What follows belongs to an exercise in optimizing a design on an open flow for small area, a short achievable clock period and few clock cycles per item; a production flow would make more cautious choices.
No activity file was given, so power comes from the tool's default toggle rates.

==> flow/design.v (excerpt) <==
module cache_controller(
    input [31:0] current_instruction,
    input clock,
    input reset,
    input [127:0] inst_readdata,
    input inst_BUSY,
    output reg inst_read,
    output [31:0] output_instr,
    output reg [5:0] inst_address,
    output reg BUSY
);
Size in the first run: about 2,700 cells after synthesis, about 200 I/O pins, ~0.035 mm² of cells after synthesis.
==> module cache_controller, before the edit <==
module cache_controller(
    input [31:0] current_instruction,
    input clock,
    input reset,
    input [127:0] inst_readdata,
    input inst_BUSY,
    output reg inst_read,
    output [31:0] output_instr,
    output reg [5:0] inst_address,
    output reg BUSY
);
    reg         cache_VALID [7:0];
    reg [2:0]   cache_TAG   [7:0];
    reg [127:0] ring        [7:0];
    reg [2:0]   label       [7:0];   
    reg         pend;            
    reg  [2:0]  pend_line;       
    reg         idle_rd;         
    reg         done;            
    reg         waiting;         
    reg [3:0]   word_rd;         
    reg [8:0]   slot_ok;         
    reg [31:0]  out_q;
    wire [9:0] address = current_instruction[9:0];
    wire [2:0] index   = address[6:4];
    wire       fetch   = |current_instruction;
    wire       HIT     = cache_VALID[index] && (cache_TAG[index] == address[9:7]);
    wire       ready   = idle_rd && !done && !waiting;
    wire       enter0  = pend && (pend_line == label[7]);
    wire       enter4  = pend && (pend_line == label[3]);
    wire       enter   = enter0 || enter4;
    wire       go      = !pend || enter || (pend_line == index);
    wire miss   = ready && fetch && !HIT;
    wire read_d = idle_rd ? ((miss || waiting) && go) : inst_BUSY;
    wire wait_d = (miss || waiting) && !go;
    wire done_d = idle_rd ? (ready && fetch && HIT) : !inst_BUSY;
    wire last   = !idle_rd && !inst_BUSY;    
    wire pend_d = last || (pend && !enter && !read_d);
    wire       pend_x    = last || (pend && !enter);
    wire [2:0] pend_next = last ? index : pend_line;
    wire [23:0] labels;
    genvar g;
    generate
        for (g = 0; g < 8; g = g + 1) begin : g_slot
            assign labels[3*g +: 3] = label[g];
        end
    endgenerate
    wire [8:0]  hit;
    wire [35:0] sel_g [3:0];
    cache_slot_match u_match (
        .index(index), .labels({pend_line, labels}), .slot_ok(slot_ok),
        .hit(hit)
    );
    genvar q;
    generate
        for (q = 0; q < 4; q = q + 1) begin : g_sel
            cache_word_select u_select (
                .hit(hit), .word(address[3:2]), .enable(idle_rd),
                .sel(sel_g[q])
            );
        end
    endgenerate
    reg [31:0] out_d;
    integer s, w, b;
    always @(*) begin
        out_d = 32'd0;
        for (b = 0; b < 32; b = b + 1) begin
            for (s = 0; s < 8; s = s + 1)
                for (w = 0; w < 4; w = w + 1)
                    out_d[b] = out_d[b] | (sel_g[b/8][4*s+w] & ring[s][32*w+b]);
            for (w = 0; w < 4; w = w + 1)
                out_d[b] = out_d[b] | ((word_rd[w] | sel_g[b/8][32+w]) & inst_readdata[32*w+b]);
        end
    end
    integer i;
    always @(posedge clock or posedge reset) begin
        if (reset) begin
            idle_rd   <= 1'b1;
            done      <= 1'b0;
            waiting   <= 1'b0;
            pend      <= 1'b0;
            slot_ok   <= 9'h0ff;
            for (i = 0; i < 8; i = i + 1)
                label[i] <= i;
        end else begin
            idle_rd   <= !read_d;
            done      <= done_d;
            waiting   <= wait_d;
            pend      <= pend_d;
            slot_ok[0] <= !(pend_x && pend_next == label[7]);
            for (i = 1; i < 8; i = i + 1)
                slot_ok[i] <= !(pend_x && pend_next == label[i-1]);
            slot_ok[8] <= pend_x;
            label[0]  <= label[7];
            for (i = 1; i < 8; i = i + 1)
                label[i] <= label[i-1];
        end
    end
    always @(posedge clock) begin
        inst_read    <= read_d;
        for (i = 0; i < 4; i = i + 1)
            word_rd[i] <= read_d && address[3:2] == i;
        BUSY         <= !done_d;
        inst_address <= address[9:4];
        out_q        <= out_d;
        if (last)
            pend_line <= index;
    end
    assign output_instr = out_q;
    always @(posedge clock or posedge reset) begin
        if (reset) begin
            for (i = 0; i < 8; i = i + 1)
                cache_VALID[i] <= 1'b0;
        end else if (last) begin
            cache_VALID[index] <= 1'b1;
        end
    end
    always @(posedge clock) begin
        if (last)
            cache_TAG[index] <= address[9:7];
    end
    always @(posedge clock) begin
        ring[0] <= enter0 ? inst_readdata : ring[7];
        ring[4] <= enter4 ? inst_readdata : ring[3];
        for (i = 1; i < 8; i = i + 1)
            if (i != 4) ring[i] <= ring[i-1];
    end
endmodule
export LEC_CHECK = 0
export CAP_MARGIN = 20
export CORE_MARGIN = 2
export CORE_UTILIZATION = 55
export CTS_CLUSTER_DIAMETER = 80
export CTS_CLUSTER_SIZE = 25
export PLACE_DENSITY = 0.7
export SETUP_SLACK_MARGIN = 4.15
export SLEW_MARGIN = 20
export SYNTH_HIERARCHICAL = 1
export SYNTH_MINIMUM_KEEP_SIZE = 0
create_clock -name core_clock -period 6.5 [get_ports {clock}]
standard.sh (not shown) runs the stock make flow with config.mk's settings and CLKGATE_MAP_FILE= SYNTH_SCRIPT=/design/flow/synth_recipe.tcl, a recipe that flattens the netlist after the stock synthesis.
==> flow/flow/run.sh <==
#!/bin/bash
# The standard layout, with plain buffers on the ports instead of the
# delay cells buffer_ports picks by default. make's output goes to
# make_finish.log; each ORFS step logs under orfs/logs/.
set -euo pipefail
bash standard.sh \
    BUFFER_PORTS_ARGS="-buffer_cell sky130_fd_sc_hd__buf_2" \
    finish > make_finish.log 2>&1
Edit:
--- a/flow/design.v
+++ b/flow/design.v
@@ -27,18 +27,21 @@
     wire       fetch   = |current_instruction;
     wire       HIT     = cache_VALID[index] && (cache_TAG[index] == address[9:7]);
     wire       ready   = idle_rd && !done && !waiting;
-    wire       enter0  = pend && (pend_line == label[7]);
-    wire       enter4  = pend && (pend_line == label[3]);
+    wire       last    = !idle_rd && !inst_BUSY;
+    wire       pend_e  = pend || last;
+    wire [2:0] pline_e = last ? index : pend_line;
+    wire       enter0, enter4;
+    sel_match u_enter0 (.a(pline_e), .b(label[7]), .en(pend_e), .y(enter0));
+    sel_match u_enter4 (.a(pline_e), .b(label[3]), .en(pend_e), .y(enter4));
     wire       enter   = enter0 || enter4;
     wire       go      = !pend || enter || (pend_line == index);
     wire miss   = ready && fetch && !HIT;
     wire read_d = idle_rd ? ((miss || waiting) && go) : inst_BUSY;
     wire wait_d = (miss || waiting) && !go;
     wire done_d = idle_rd ? (ready && fetch && HIT) : !inst_BUSY;
-    wire last   = !idle_rd && !inst_BUSY;    
-    wire pend_d = last || (pend && !enter && !read_d);
-    wire       pend_x    = last || (pend && !enter);
-    wire [2:0] pend_next = last ? index : pend_line;
+    wire pend_d = pend_e && !enter && !read_d;
+    wire       pend_x    = pend_e && !enter;
+    wire [2:0] pend_next = pline_e;
     wire [23:0] labels;
     genvar g;
     generate
@@ -79,6 +82,7 @@
             idle_rd   <= 1'b1;
             done      <= 1'b0;
             waiting   <= 1'b0;
+            inst_read <= 1'b0;
             pend      <= 1'b0;
             slot_ok   <= 9'h0ff;
             for (i = 0; i < 8; i = i + 1)
@@ -87,6 +91,7 @@
             idle_rd   <= !read_d;
             done      <= done_d;
             waiting   <= wait_d;
+            inst_read <= read_d;
             pend      <= pend_d;
             slot_ok[0] <= !(pend_x && pend_next == label[7]);
             for (i = 1; i < 8; i = i + 1)
@@ -98,7 +103,6 @@
         end
     end
     always @(posedge clock) begin
-        inst_read    <= read_d;
         for (i = 0; i < 4; i = i + 1)
             word_rd[i] <= read_d && address[3:2] == i;
         BUSY         <= !done_d;
After rerunning: Wire length increases by a few percent. Sequential share of layout area drops by 1.6 points. Non-clock buffer count rose by 33. Die area barely changes. Clock skew went up by 3.5 ps. Power came out higher by roughly a tenth. Global-route usage rises by 2.3 points. First-iteration DRC count grows by a few percent. Clock power hardly moves.
No functional check of the RTL was part of any run of this note.

---

The RTL this note starts from:
==> flow/design.v <==
`timescale 1ns/100ps
module cache_controller(
    input [31:0] current_instruction,
    input clock,
    input reset,
    input [127:0] inst_readdata,
    input inst_BUSY,
    output reg inst_read,
    output [31:0] output_instr,
    output reg [5:0] inst_address,
    output reg BUSY
);
    reg         cache_VALID [7:0];
    reg [2:0]   cache_TAG   [7:0];
    reg [127:0] ring        [7:0];
    reg [2:0]   label       [7:0];   
    reg         pend;            
    reg  [2:0]  pend_line;       
    reg         idle_rd;         
    reg         done;            
    reg         waiting;         
    reg [3:0]   word_rd;         
    reg [8:0]   slot_ok;         
    reg [31:0]  out_q;
    wire [9:0] address = current_instruction[9:0];
    wire [2:0] index   = address[6:4];
    wire       fetch   = |current_instruction;
    wire       HIT     = cache_VALID[index] && (cache_TAG[index] == address[9:7]);
    wire       ready   = idle_rd && !done && !waiting;
    wire       enter0  = pend && (pend_line == label[7]);
    wire       enter4  = pend && (pend_line == label[3]);
    wire       enter   = enter0 || enter4;
    wire       go      = !pend || enter || (pend_line == index);
    wire miss   = ready && fetch && !HIT;
    wire read_d = idle_rd ? ((miss || waiting) && go) : inst_BUSY;
    wire wait_d = (miss || waiting) && !go;
    wire done_d = idle_rd ? (ready && fetch && HIT) : !inst_BUSY;
    wire last   = !idle_rd && !inst_BUSY;    
    wire pend_d = last || (pend && !enter && !read_d);
    wire       pend_x    = last || (pend && !enter);
    wire [2:0] pend_next = last ? index : pend_line;
    wire [23:0] labels;
    genvar g;
    generate
        for (g = 0; g < 8; g = g + 1) begin : g_slot
            assign labels[3*g +: 3] = label[g];
        end
    endgenerate
    wire [8:0]  hit;
    wire [35:0] sel_g [1:0];
    cache_slot_match u_match (
        .index(index), .labels({pend_line, labels}), .slot_ok(slot_ok),
        .hit(hit)
    );
    genvar q;
    generate
        for (q = 0; q < 2; q = q + 1) begin : g_sel
            cache_word_select u_select (
                .hit(hit), .word(address[3:2]), .enable(idle_rd),
                .sel(sel_g[q])
            );
        end
    endgenerate
    reg [31:0] out_d;
    integer s, w, b;
    always @(*) begin
        out_d = 32'd0;
        for (b = 0; b < 32; b = b + 1) begin
            for (s = 0; s < 8; s = s + 1)
                for (w = 0; w < 4; w = w + 1)
                    out_d[b] = out_d[b] | (sel_g[b/16][4*s+w] & ring[s][32*w+b]);
            for (w = 0; w < 4; w = w + 1)
                out_d[b] = out_d[b] | ((word_rd[w] | sel_g[b/16][32+w]) & inst_readdata[32*w+b]);
        end
    end
    integer i;
    always @(posedge clock or posedge reset) begin
        if (reset) begin
            idle_rd   <= 1'b1;
            done      <= 1'b0;
            waiting   <= 1'b0;
            inst_read <= 1'b0;
            pend      <= 1'b0;
            slot_ok   <= 9'h0ff;
            for (i = 0; i < 8; i = i + 1)
                label[i] <= i;
        end else begin
            idle_rd   <= !read_d;
            done      <= done_d;
            waiting   <= wait_d;
            inst_read <= read_d;
            pend      <= pend_d;
            slot_ok[0] <= !(pend_x && pend_next == label[7]);
            for (i = 1; i < 8; i = i + 1)
                slot_ok[i] <= !(pend_x && pend_next == label[i-1]);
            slot_ok[8] <= pend_x;
            label[0]  <= label[7];
            for (i = 1; i < 8; i = i + 1)
                label[i] <= label[i-1];
        end
    end
    always @(posedge clock) begin
        for (i = 0; i < 4; i = i + 1)
            word_rd[i] <= read_d && address[3:2] == i;
        BUSY         <= !done_d;
        inst_address <= address[9:4];
        out_q        <= out_d;
        if (last)
            pend_line <= index;
    end
    assign output_instr = out_q;
    always @(posedge clock or posedge reset) begin
        if (reset) begin
            for (i = 0; i < 8; i = i + 1)
                cache_VALID[i] <= 1'b0;
        end else if (last) begin
            cache_VALID[index] <= 1'b1;
        end
    end
    always @(posedge clock) begin
        if (last)
            cache_TAG[index] <= address[9:7];
    end
    always @(posedge clock) begin
        ring[0] <= enter0 ? inst_readdata : ring[7];
        ring[4] <= enter4 ? inst_readdata : ring[3];
        for (i = 1; i < 8; i = i + 1)
            if (i != 4) ring[i] <= ring[i-1];
    end
endmodule
module cache_slot_match (
    input  [2:0]  index,
    input  [26:0] labels,
    input  [8:0]  slot_ok,
    output [8:0]  hit
);
    genvar s;
    generate
        for (s = 0; s < 9; s = s + 1) begin : g_s
            sel_match u_match (.a(index), .b(labels[3*s +: 3]), .en(slot_ok[s]), .y(hit[s]));
        end
    endgenerate
endmodule
module cache_word_select (
    input  [8:0]  hit,
    input  [1:0]  word,
    input         enable,
    output [35:0] sel
);
    wire [3:0] pq;
    sel_dec2 u_pq (.a(word), .en(enable), .y(pq));
    genvar s, w;
    generate
        for (s = 0; s < 9; s = s + 1) begin : g_s
            for (w = 0; w < 4; w = w + 1) begin : g_w
                sel_and2 u_and (.a(hit[s]), .b(pq[w]), .y(sel[4*s+w]));
            end
        end
    endgenerate
endmodule
module sel_dec2 (input [1:0] a, input en, output [3:0] y);
    assign y = {4{en}} & {a[1] & a[0], a[1] & !a[0], !a[1] & a[0], !a[1] & !a[0]};
endmodule
module sel_match (input [2:0] a, input [2:0] b, input en, output y);
    assign y = en && a == b;
endmodule
module sel_and2 (input a, input b, output y);
    assign y = a & b;
endmodule
clock: 6.5 ns
lec_check: 0
cap_margin: 20
core_margin: 2
core_utilization: 55
cts_cluster_diameter: 80
cts_cluster_size: 25
place_density: 0.7
setup_slack_margin: 4.15
slew_margin: 20
synth_hierarchical: 1
synth_minimum_keep_size: 0
Scripts as last shown in full above: flow/flow/run.sh
==> next run, changes <==
--- a/flow/design.v
+++ b/flow/design.v
@@ -13,7 +13,8 @@
     reg         cache_VALID [7:0];
     reg [2:0]   cache_TAG   [7:0];
     reg [127:0] ring        [7:0];
-    reg [2:0]   label       [7:0];   
+    reg [2:0]   ptr;
+    wire [2:0]  label       [7:0];   
     reg         pend;            
     reg  [2:0]  pend_line;       
     reg         idle_rd;         
@@ -43,18 +44,19 @@
     genvar g;
     generate
         for (g = 0; g < 8; g = g + 1) begin : g_slot
+            assign label[g] = g - ptr;
             assign labels[3*g +: 3] = label[g];
         end
     endgenerate
     wire [8:0]  hit;
-    wire [35:0] sel_g [1:0];
+    wire [35:0] sel_g [3:0];
     cache_slot_match u_match (
         .index(index), .labels({pend_line, labels}), .slot_ok(slot_ok),
         .hit(hit)
     );
     genvar q;
     generate
-        for (q = 0; q < 2; q = q + 1) begin : g_sel
+        for (q = 0; q < 4; q = q + 1) begin : g_sel
             cache_word_select u_select (
                 .hit(hit), .word(address[3:2]), .enable(idle_rd),
                 .sel(sel_g[q])
@@ -68,9 +70,9 @@
         for (b = 0; b < 32; b = b + 1) begin
             for (s = 0; s < 8; s = s + 1)
                 for (w = 0; w < 4; w = w + 1)
-                    out_d[b] = out_d[b] | (sel_g[b/16][4*s+w] & ring[s][32*w+b]);
+                    out_d[b] = out_d[b] | (sel_g[b/8][4*s+w] & ring[s][32*w+b]);
             for (w = 0; w < 4; w = w + 1)
-                out_d[b] = out_d[b] | ((word_rd[w] | sel_g[b/16][32+w]) & inst_readdata[32*w+b]);
+                out_d[b] = out_d[b] | ((word_rd[w] | sel_g[b/8][32+w]) & inst_readdata[32*w+b]);
         end
     end
     integer i;
@@ -79,27 +81,23 @@
             idle_rd   <= 1'b1;
             done      <= 1'b0;
             waiting   <= 1'b0;
-            inst_read <= 1'b0;
             pend      <= 1'b0;
             slot_ok   <= 9'h0ff;
-            for (i = 0; i < 8; i = i + 1)
-                label[i] <= i;
+            ptr       <= 3'd0;
         end else begin
             idle_rd   <= !read_d;
             done      <= done_d;
             waiting   <= wait_d;
-            inst_read <= read_d;
             pend      <= pend_d;
             slot_ok[0] <= !(pend_x && pend_next == label[7]);
             for (i = 1; i < 8; i = i + 1)
                 slot_ok[i] <= !(pend_x && pend_next == label[i-1]);
             slot_ok[8] <= pend_x;
-            label[0]  <= label[7];
-            for (i = 1; i < 8; i = i + 1)
-                label[i] <= label[i-1];
+            ptr       <= ptr + 3'd1;
         end
     end
     always @(posedge clock) begin
+        inst_read    <= read_d;
         for (i = 0; i < 4; i = i + 1)
             word_rd[i] <= read_d && address[3:2] == i;
         BUSY         <= !done_d;
Maximum frequency hardly moves. Global-route usage came out lower by 1.5 points. Total power rises by about 2.6%. Non-clock buffer count decreases by 101. Utilization fell by 2.3 points. Final area shrinks by about 3.4%. Sequential power grows by about 6%. Count of clock-buffer cells in the layout is higher by 7. Synthesized area hardly moves. Sequential share of layout area goes up by 0.61 points. Final cell count went down by about 1.7%. Clock power goes down by 5.3%. Critical path depth grows by 2. Worst hold slack improved by 0.012 ns.
Function was not checked in any run of this note: the RTL went through the layout flow alone.

-- static timing again, ports no longer ideal --
Ports are ideal in the flow. The routed layouts listed here were re-timed in OpenROAD. Step 1, drivers: a clkbuf_16 drives clock and a buf_2 each remaining input, both assumed. Step 2 times the ports against the registers' clock, not the clock port: input delays grow and output delays shrink by t, the midpoint of the rising clock arrivals with the driver on. Slacks: ideal ports / drivers / drivers and shift; pairs: ideal ports / drivers.
run | t, ns | slack for setup (ns) | hold WS [ns] | latest minus earliest clock arrival (ns) | worst data-port slew with drivers (ns)
the first run of note 1 | 0.702 | 3.980 / 3.856 / 3.155 | 0.344 / 0.344 / 0.344 | 0.025 / 0.025 | 0.23
the second run of note 1 | 0.712 | 3.714 / 3.673 / 2.962 | 0.344 / 0.344 / 0.344 | 0.024 / 0.025 | 0.15
the first run of note 2 | 0.708 | 3.892 / 3.830 / 3.121 | 0.331 / 0.331 / 0.331 | 0.037 / 0.037 | 0.20
the second run of note 2 | 0.699 | 3.891 / 3.884 / 3.186 | 0.343 / 0.343 / 0.343 | 0.034 / 0.035 | 0.19
After both steps every run listed still meets setup and hold. For the first run of note 1, which loses most, drivers alone change the setup slack by -0.124 ns; drivers and shift together by -0.825 ns.
